Context: an optimization exercise on an open-source flow, tuned for small area. The choices shown serve that exercise and are no tape-out recipe. RTL that was checked went through simulation tests only; none was proved equivalent to the original.

==> run E <==
## dadnme_engine
module dadnme_engine (
    input  logic        Clk,
    input  logic        Reset,         
    input  logic        vs,            
    input  logic [7:0]  keycode, keycode_2,
    input  logic [9:0]  DrawX, DrawY,  
    output logic        is_ball,
    output logic [15:0] me_addr,
    output logic [7:0]  me_state,
    output logic        is_enemy,
    output logic [15:0] en_addr,
    output logic [1:0]  en_move,
    output logic        en_beida,
    output logic        is_en_blood_bar,
    output logic        is_enemy3,
    output logic [15:0] en_addr3,
    output logic        is_blood_bar,
    output logic [15:0] bb_addr,
    output logic        bb_white,
    output logic [19:0] bg_addr,
    output logic        show_success,
    output logic [17:0] success_addr,
    output logic        level
);
clock: 25.0 ns
lec_check: 0
cap_margin: 20
core_margin: 2
core_utilization: 70
slew_margin: 20
standard.sh (not shown) runs the stock make flow with config.mk's settings and CLKGATE_MAP_FILE= SYNTH_SCRIPT=/design/flow/synth_recipe.tcl, a recipe that flattens the netlist after the stock synthesis.
==> flow/flow/run.sh <==
#!/bin/bash
# The standard layout (standard.sh) with these changes, none of which
# touches the registers or their names:
# - Yosys's synth runs with -noabc, so the gate-level adders reach ORFS's
#   full-adder extraction as written (the final ABC mapping still runs);
# - the final ABC mapping uses a copy of ORFS's scripts in which the
#   speed script's &nf mapping relaxes delay (-R 1000, -p) and the
#   closing buffer/upsize steps are dropped: the clock period is 25 ns and
#   the placer's repair still buffers and sizes what it needs;
# - the port buffers use the smallest buffer cell, buf_1.
set -euo pipefail
here=$(pwd)
rm -rf "$here/scripts_mod"
cp -r "$FLOW_HOME/scripts" "$here/scripts_mod"
python3 - "$here/scripts_mod/abc_speed.script" <<'PY'
import sys
p = sys.argv[1]
lines = open(p).read().split('\n')
out = []
for l in lines:
    t = l.strip()
    if t in ('buffer -c', 'upsize -c'):
        continue
    out.append('&nf -R 1000 -p' if t == '&nf' else l)
open(p, 'w').write('\n'.join(out))
PY
bash standard.sh "SCRIPTS_DIR=$here/scripts_mod" "SYNTH_ARGS=-noabc" \
    "BUFFER_PORTS_ARGS=-buffer_cell sky130_fd_sc_hd__buf_1" \
    "CTS_ARGS=-sink_clustering_enable -repair_clock_nets -dont_use_dummy_load" finish > standard_flow.log 2>&1
==> run C (differences from run E) <==
==> flow/flow/run.sh (replaced) <==
#!/bin/bash
# The standard layout (standard.sh) with these changes, none of which
# touches the registers or their names:
# - Yosys's synth runs with -noabc, so the gate-level adders reach ORFS's
#   full-adder extraction as written (the final ABC mapping still runs);
# - the final ABC mapping uses a copy of ORFS's scripts whose speed script
#   is turned towards area: &dc2 in place of &syn2, &nf with delay
#   relaxed (-R 1000 -p), four more rounds, and no closing buffer/upsize
#   (the clock period is 25 ns; the placer's repair still buffers and
#   sizes what it needs);
# - the port buffers use the smallest buffer cell, buf_1;
# - clock tree synthesis adds no dummy loads.
# Each tool's output is in standard_flow.log (and ORFS's own logs).
set -euo pipefail
here=$(pwd)
rm -rf "$here/scripts_mod"
cp -r "$FLOW_HOME/scripts" "$here/scripts_mod"
python3 - "$here/scripts_mod/abc_speed.script" <<'PY'
import sys
p = sys.argv[1]
out = []
for l in open(p).read().split('\n'):
    t = l.strip()
    if t in ('buffer -c', 'upsize -c'):
        continue
    if t == '&nf':
        l = '&nf -R 1000 -p'
    elif t == '&syn2':
        l = '&dc2'
    elif t == '&put':
        out += ['&st', '&dc2', '&if -g -K 6', '&synch2', '&nf -R 1000 -p'] * 4
    out.append(l)
open(p, 'w').write('\n'.join(out))
PY
bash standard.sh "SCRIPTS_DIR=$here/scripts_mod" "SYNTH_ARGS=-noabc" \
    "BUFFER_PORTS_ARGS=-buffer_cell sky130_fd_sc_hd__buf_1" \
    "CTS_ARGS=-sink_clustering_enable -repair_clock_nets -dont_use_dummy_load -buf_list sky130_fd_sc_hd__clkbuf_8 -root_buf sky130_fd_sc_hd__clkbuf_16" \
    finish > standard_flow.log 2>&1
Settings changed: CORE_UTILIZATION 70 to 50, PLACE_DENSITY set to 0.9.
==> run K (differences from run E) <==
--- a/flow/design.v
+++ b/flow/design.v
@@ -158,35 +158,35 @@
             endcase
         end
     end
     assign level = (ls == 2'd2);
     wire success   = (ls == 2'd3);
     wire pos_reset = (ls == 2'd1);
-    logic [8:0] sxm;
+    logic [8:0] sxm30;
     logic [1:0] roll;      
     logic [1:0] sxm_d;     
     always_ff @(posedge Clk) begin
         if (Reset) begin
-            sxm   <= 9'd10;
+            sxm30 <= 9'd40;
         end else begin
             if (fe)
-                sxm_d <= (roll[1] & ~(roll[0] ? (sxm == 9'd5) : (sxm == 9'd360))) ? roll : 2'b00;
+                sxm_d <= (roll[1] & ~(roll[0] ? (sxm30 == 9'd35) : (sxm30 == 9'd390))) ? roll : 2'b00;
             if (fe_d && sxm_d[1])
-                sxm   <= add({15'd0, sxm}, sxm_d[0] ? 24'hfffffb : 24'd5, 1'b0);
+                sxm30 <= add({15'd0, sxm30}, sxm_d[0] ? 24'hfffffb : 24'd5, 1'b0);
         end
     end
     logic [10:0] bx;
     logic [8:0]  byq;
     logic [1:0]  bxm, bym;     
     logic        roll_off;     
     logic [1:0]  bxm_c, bym_c;
-    wire  [24:0] bsx = add({13'd0, bx}, ~{15'd0, sxm}, 1'b1);      
+    wire  [24:0] bsx = add({13'd0, bx}, ~{15'd0, sxm30}, 1'b1);    
     always_comb begin
         if ((uge({15'd0, byq}, 24'd379) & kS) | (uge(24'd170, {15'd0, byq}) & kW) |
-            (uge(24'd2007, {13'd0, bx}) & sge(bsx[23:0], 24'd599) & kD) |
-            (sge(24'd40, bsx[23:0]) & kA)) begin
+            (uge(24'd2007, {13'd0, bx}) & sge(bsx[23:0], 24'd569) & kD) |
+            (sge(24'd10, bsx[23:0]) & kA)) begin
             bxm_c = 2'b00;
             bym_c = 2'b00;
         end else if (level & (byq == 9'd220) & kW & uge(24'd598, {13'd0, bx})) begin
             bxm_c = bxm;
             bym_c = 2'b00;
         end else begin
@@ -233,21 +233,21 @@
             byq <= 9'd180;
         end else if (fe_d) begin
             bx  <= bx_n[10:0];
             byq <= byq_n[8:0];
         end
     end
-    wire [24:0] xs   = add({14'd0, DrawX}, {15'd0, sxm}, 1'b0);              
-    wire [24:0] d0   = add({13'd0, xs[10:0]}, ~{13'd0, bx}, 1'b1);           
+    wire [24:0] xs30 = add({14'd0, DrawX}, {15'd0, sxm30}, 1'b0);            
+    wire [24:0] d30  = add({13'd0, xs30[10:0]}, ~{13'd0, bx}, 1'b1);         
     wire [24:0] bb   = add({14'd0, DrawY}, ~{15'd0, byq}, 1'b1);             
     wire al = me_att & left, ar = me_att & ~left;
-    wire ba_ok = (sge(d0[23:0], -24'sd39) | (al & sge(d0[23:0], -24'sd59))) &
-                 (sge(24'd39, d0[23:0]) | (ar & sge(24'd59, d0[23:0])));
+    wire ba_ok = (sge(d30[23:0], -24'sd9) | (al & sge(d30[23:0], -24'sd29))) &
+                 (sge(24'd69, d30[23:0]) | (ar & sge(24'd89, d30[23:0])));
     wire bb_ok = sin(bb[23:0], 24'd1, 24'd99);
     assign is_ball = ba_ok & bb_ok;
-    wire [24:0] ba   = add({17'd0, d0[6:0] ^ {7{left}}}, left ? 24'd41 : 24'd40, 1'b0);
+    wire [24:0] ba   = add({17'd0, d30[6:0] ^ {7{left}}}, left ? 24'd71 : 24'd10, 1'b0);
     wire [24:0] bb5  = add({17'd0, bb[6:0]}, {15'd0, bb[6:0], 2'd0}, 1'b0);   
     wire [24:0] bbt  = add({11'd0, bb5[8:0], 4'd0}, me_att ? {13'd0, bb5[8:0], 2'd0} : 24'd0, 1'b0);
     wire [24:0] me_a = add({10'd0, bbt[13:0]}, {17'd0, ba[6:0]}, 1'b0);
     assign me_addr = is_ball ? {2'b00, me_a[13:0]} : 16'hffff;
     logic [10:0] fcnt;
     always_ff @(posedge Clk) begin
@@ -273,27 +273,27 @@
     wire  e_near = sin(e_dx[23:0], -24'sd81, 24'd81) & sin(e_dy[23:0], -24'sd100, 24'd92);
     logic        is_e1, is_e2, el1, el2, bar1, bar2;
     logic [5:0]  s1, s2;
     logic [6:0]  t1, t2;
     logic [2:0]  p1, p2;
     dn_enemy #(.SX(11'd200), .SYQ(9'd54)) en1 (
-        .Clk(Clk), .Reset(Reset), .fe(fe), .fe_d(fe_d), .xs(xs[10:0]), .DrawY(DrawY),
+        .Clk(Clk), .Reset(Reset), .fe(fe), .fe_d(fe_d), .xs30(xs30[10:0]), .DrawY(DrawY),
         .upd(fe), .beida_t(attack & e_near), .fly(fly), .left(left), .c10(ec10), .c25(ec25),
         .hit(is_e1), .bar(bar1), .s(s1), .t(t1), .el(el1), .p(p1), .nex(nex1), .neh(neh1));
     dn_enemy #(.SX(11'd100), .SYQ(9'd154)) en2 (
-        .Clk(Clk), .Reset(Reset), .fe(fe), .fe_d(fe_d), .xs(xs[10:0]), .DrawY(DrawY),
+        .Clk(Clk), .Reset(Reset), .fe(fe), .fe_d(fe_d), .xs30(xs30[10:0]), .DrawY(DrawY),
         .upd(fe_d), .beida_t(attack_d & e_near), .fly(fly_d), .left(left), .c10(ec10_d), .c25(ec25_d),
         .hit(is_e2), .bar(bar2), .s(s2), .t(t2), .el(el2), .p(p2), .nex(nex2), .neh(neh2));
     assign is_enemy        = is_e1 | is_e2;
     assign is_en_blood_bar = bar1 | bar2;
     wire        sel2 = is_e2 & ~is_e1;
     wire [5:0]  es   = sel2 ? s2 : s1;
     wire [6:0]  et   = sel2 ? t2 : t1;
     wire        eel  = sel2 ? el2 : el1;
     wire [2:0]  ep   = sel2 ? p2 : p1;
-    wire [24:0] esx  = add({18'd0, es ^ {6{eel}}}, eel ? 24'd31 : 24'd30, 1'b0);    
+    wire [24:0] esx  = add({18'd0, es ^ {6{eel}}}, eel ? 24'd61 : 24'd0, 1'b0);
     wire [24:0] en_a = add({11'd0, et, esx[5:0]}, ~{15'd0, et, 2'd0}, 1'b1);
     assign en_addr  = is_enemy ? {3'b000, en_a[12:0]} : 16'hffff;
     assign en_move  = ep[2:1];
     assign en_beida = ep[2] & ep[1];
     logic [8:0] nlh;           
     logic [8:0] nlq;           
@@ -325,36 +325,36 @@
     wire [24:0] lbb  = add({14'd0, DrawY}, {{15{1'b1}}, nlq}, 1'b1);          
     assign is_enemy3 = sin(lba[23:0], -24'sd29, 24'd29) & sin(lbb[23:0], 24'd1, 24'd91);
     wire [24:0] lbs  = add({18'd0, lba[5:0]}, 24'd30, 1'b0);
     wire [24:0] lb_a = add({11'd0, lbb[6:0], lbs[5:0]}, ~{15'd0, lbb[6:0], 2'd0}, 1'b1);
     assign en_addr3 = is_enemy3 ? {3'b000, lb_a[12:0]} : 16'h0000;
     wire [24:0] y3  = add({14'd0, DrawY}, {13'd0, DrawY, 1'b0}, 1'b0);      
-    wire [24:0] bg1 = add({4'd0, DrawY, 10'd0}, {13'd0, xs[10:0]}, 1'b0);
+    wire [24:0] bg1 = add({4'd0, DrawY, 10'd0}, {13'd0, xs30[10:0]}, 1'b0);
     wire [24:0] bg2 = add(bg1[23:0], ~{9'd0, y3[11:0], 3'd0}, 1'b1);
-    wire [24:0] bg3 = add(bg2[23:0], (ls != 2'd0) ? 24'd480000 : 24'd0, 1'b0);
+    wire [24:0] bg3 = add(bg2[23:0], (ls != 2'd0) ? 24'd479970 : 24'hffffe2, 1'b0);
     assign bg_addr = bg3[19:0];
-    wire [24:0] bb1 = add({14'd0, DrawX}, {12'd0, DrawY, 2'd0}, 1'b0);
-    wire [24:0] bbx = add(bb1[23:0], {8'd0, DrawY, 6'd0}, 1'b0);
+    wire [24:0] y17 = add({14'd0, DrawY}, {10'd0, DrawY, 4'd0}, 1'b0);      
+    wire [24:0] bbx = add({14'd0, DrawX}, {8'd0, y17[13:0], 2'd0}, 1'b0);   
     always_ff @(posedge Clk) begin
         bb_addr  <= bbx[15:0];
         bb_white <= (DrawX != 10'd0) & ~DrawX[9] & ~DrawX[8] & ~DrawX[7] & ~DrawX[6] &
                     uge({14'd0, DrawY}, 24'd75) & uge(24'd81, {14'd0, DrawY});
     end
     assign is_blood_bar = ~uge({14'd0, DrawX}, 24'd68) & ~uge({14'd0, DrawY}, 24'd86);
-    wire [24:0] sc1 = add({14'd0, DrawX}, {12'd0, y3[11:0]}, 1'b0);
-    wire [24:0] sc2 = add(sc1[23:0], {9'd0, DrawY, 5'd0}, 1'b0);
-    wire [24:0] sc3 = add(sc2[23:0], {6'd0, DrawY, 8'd0}, 1'b0);
+    wire [24:0] sc1 = add({14'd0, DrawX}, {13'd0, DrawY, 1'b0}, 1'b0);
+    wire [24:0] sc2 = add(sc1[23:0], {9'd0, y17[14:0]}, 1'b0);
+    wire [24:0] sc3 = add(sc2[23:0], {6'd0, y17[13:0], 4'd0}, 1'b0);
     wire [24:0] sc4 = add(sc3[23:0], 24'hffdf91, 1'b0);
     assign success_addr = sc4[17:0];
     assign show_success = success & uge({14'd0, DrawX}, 24'd156) & uge(24'd444, {14'd0, DrawX}) &
                           uge({14'd0, DrawY}, 24'd29) & uge(24'd371, {14'd0, DrawY});
 endmodule
 module dn_enemy #(parameter [10:0] SX = 11'd200, parameter [8:0] SYQ = 9'd54) (
     input  logic        Clk, Reset, fe, fe_d,
     input  logic        upd,          
-    input  logic [10:0] xs,           
+    input  logic [10:0] xs30,         
     input  logic [9:0]  DrawY,
     input  logic        beida_t,      
     input  logic        fly, left, c10, c25,
     output logic        hit, bar, el,
     output logic [10:0] nex,          
     output logic [7:0]  neh,          
@@ -430,13 +430,13 @@
                 else if (uge({13'd0, nex}, 24'd2017)) xm <= 1'b0;   
                 nex <= nex_n[10:0];
                 neh <= neh_n[7:0];
             end
         end
     end
-    wire [24:0] sa = add({13'd0, xs}, {{13{1'b1}}, nex}, 1'b1);           
+    wire [24:0] sa = add({13'd0, xs30}, {{13{1'b1}}, nex}, 1'b1);         
     wire [24:0] ta = add({14'd0, DrawY}, {{15{1'b1}}, neh, 1'b1}, 1'b1);  
-    assign hit = sin(sa[23:0], -24'sd29, 24'd29) & sin(ta[23:0], 24'd1, 24'd91);
-    assign bar = sin(sa[23:0], -24'sd25, 24'd25) & sin(ta[23:0], -24'sd14, -24'sd4);
+    assign hit = sin(sa[23:0], 24'd1, 24'd59) & sin(ta[23:0], 24'd1, 24'd91);
+    assign bar = sin(sa[23:0], 24'd5, 24'd55) & sin(ta[23:0], -24'sd14, -24'sd4);
     assign s = sa[5:0];
     assign t = ta[6:0];
 endmodule
--- a/flow/flow/run.sh
+++ b/flow/flow/run.sh
@@ -22,8 +22,7 @@
     if t in ('buffer -c', 'upsize -c'):
         continue
     out.append('&nf -R 1000 -p' if t == '&nf' else l)
 open(p, 'w').write('\n'.join(out))
 PY
 bash standard.sh "SCRIPTS_DIR=$here/scripts_mod" "SYNTH_ARGS=-noabc" \
-    "BUFFER_PORTS_ARGS=-buffer_cell sky130_fd_sc_hd__buf_1" \
-    "CTS_ARGS=-sink_clustering_enable -repair_clock_nets -dont_use_dummy_load" finish > standard_flow.log 2>&1
+    "BUFFER_PORTS_ARGS=-buffer_cell sky130_fd_sc_hd__buf_1" finish > standard_flow.log 2>&1
==> run Y (differences from run E) <==
==> flow/flow/run.sh (replaced) <==
#!/bin/bash
# The standard layout (standard.sh) with these changes, none of which
# touches the registers or their names:
# - Yosys's synth runs with -noabc, so the gate-level adders reach ORFS's
#   full-adder extraction as written (the final ABC mapping still runs);
# - the final ABC mapping uses a copy of ORFS's scripts whose speed script
#   is turned towards area: &dc2 in place of &syn2, &nf with delay
#   relaxed (-R 1000 -p), four more rounds, and no closing buffer/upsize
#   (the clock period is 25 ns; the placer's repair still buffers and
#   sizes what it needs);
# - the port buffers use the smallest buffer cell, buf_1;
# - clock tree synthesis adds no dummy loads.
# Each tool's output is in standard_flow.log (and ORFS's own logs).
set -euo pipefail
here=$(pwd)
rm -rf "$here/scripts_mod"
cp -r "$FLOW_HOME/scripts" "$here/scripts_mod"
python3 - "$here/scripts_mod/abc_speed.script" <<'PY'
import sys
p = sys.argv[1]
out = []
for l in open(p).read().split('\n'):
    t = l.strip()
    if t in ('buffer -c', 'upsize -c'):
        continue
    if t == '&nf':
        l = '&nf -R 1000 -p'
    elif t == '&syn2':
        l = '&dc2'
    elif t == '&put':
        out += ['&st', '&dc2', '&if -g -K 6', '&synch2', '&nf -R 1000 -p'] * 4
    out.append(l)
open(p, 'w').write('\n'.join(out))
PY
bash standard.sh "SCRIPTS_DIR=$here/scripts_mod" "SYNTH_ARGS=-noabc" \
    "BUFFER_PORTS_ARGS=-buffer_cell sky130_fd_sc_hd__buf_1" \
    "CTS_ARGS=-sink_clustering_enable -repair_clock_nets -dont_use_dummy_load -buf_list sky130_fd_sc_hd__clkbuf_8 -root_buf sky130_fd_sc_hd__clkbuf_16" \
    finish > standard_flow.log 2>&1
Settings changed: GPL_TIMING_DRIVEN set to 0, PLACE_DENSITY set to 0.85.
==> summary of the runs <==
- First-iteration DRC count, highest first: run C, run K, run Y, run E.
- Die area, highest first: run C, run K, run E, run Y.
- Sequential cell count is the same in run C and run Y.
- Clock skew: run C > run Y > run E > run K.
- Wire length, lowest first: run Y, run E, run K, run C.
- The highest maximum frequency belongs to run E, the lowest to run K.
- Run Y produced a clean layout. Run C finished clean. Run K passed the timing, design-rule and antenna checks. Run E completed with no timing, DRC or antenna violations.
- Global-route usage: run C < run Y < run E < run K.
- The highest non-clock buffer count belongs to run Y, the lowest to run C.
- Via count, highest first: run C, run Y, run K, run E.
- Worst hold slack: run K is worse than run C (0.0069 ns).
Function not checked in run K: the RTL went through the layout flow alone.

## port drivers added, routing unchanged
No port has a modelled driver above. Below, the same layouts with a new extraction and two added sets of constraints.
Step 1: set_driving_cell puts a clkbuf_16 on Clk and a buf_2 on each other input, an assumption about the parent block.
Step 2 also shifts input and output timing later by t, the mid clock arrival at the registers, as if the neighbouring blocks saw the same clock.
Three values: ideal, step 1, step 2; two values: the first two.
run	shift t [ns]	setup WS [ns]	worst register clock-pin slew, ns
run E	0.482	3.043 / 3.021 / 3.021	0.09 / 0.09
run C	0.450	3.007 / 2.982 / 2.982	0.12 / 0.12
run K	0.487	2.661 / 2.638 / 2.638	0.08 / 0.08
run Y	0.429	2.871 / 2.841 / 2.841	0.10 / 0.10
After both steps setup and hold are still met in every run listed. The setup slack of run Y, which loses most, moves by -0.030 ns with the drivers and by -0.030 ns with both steps.
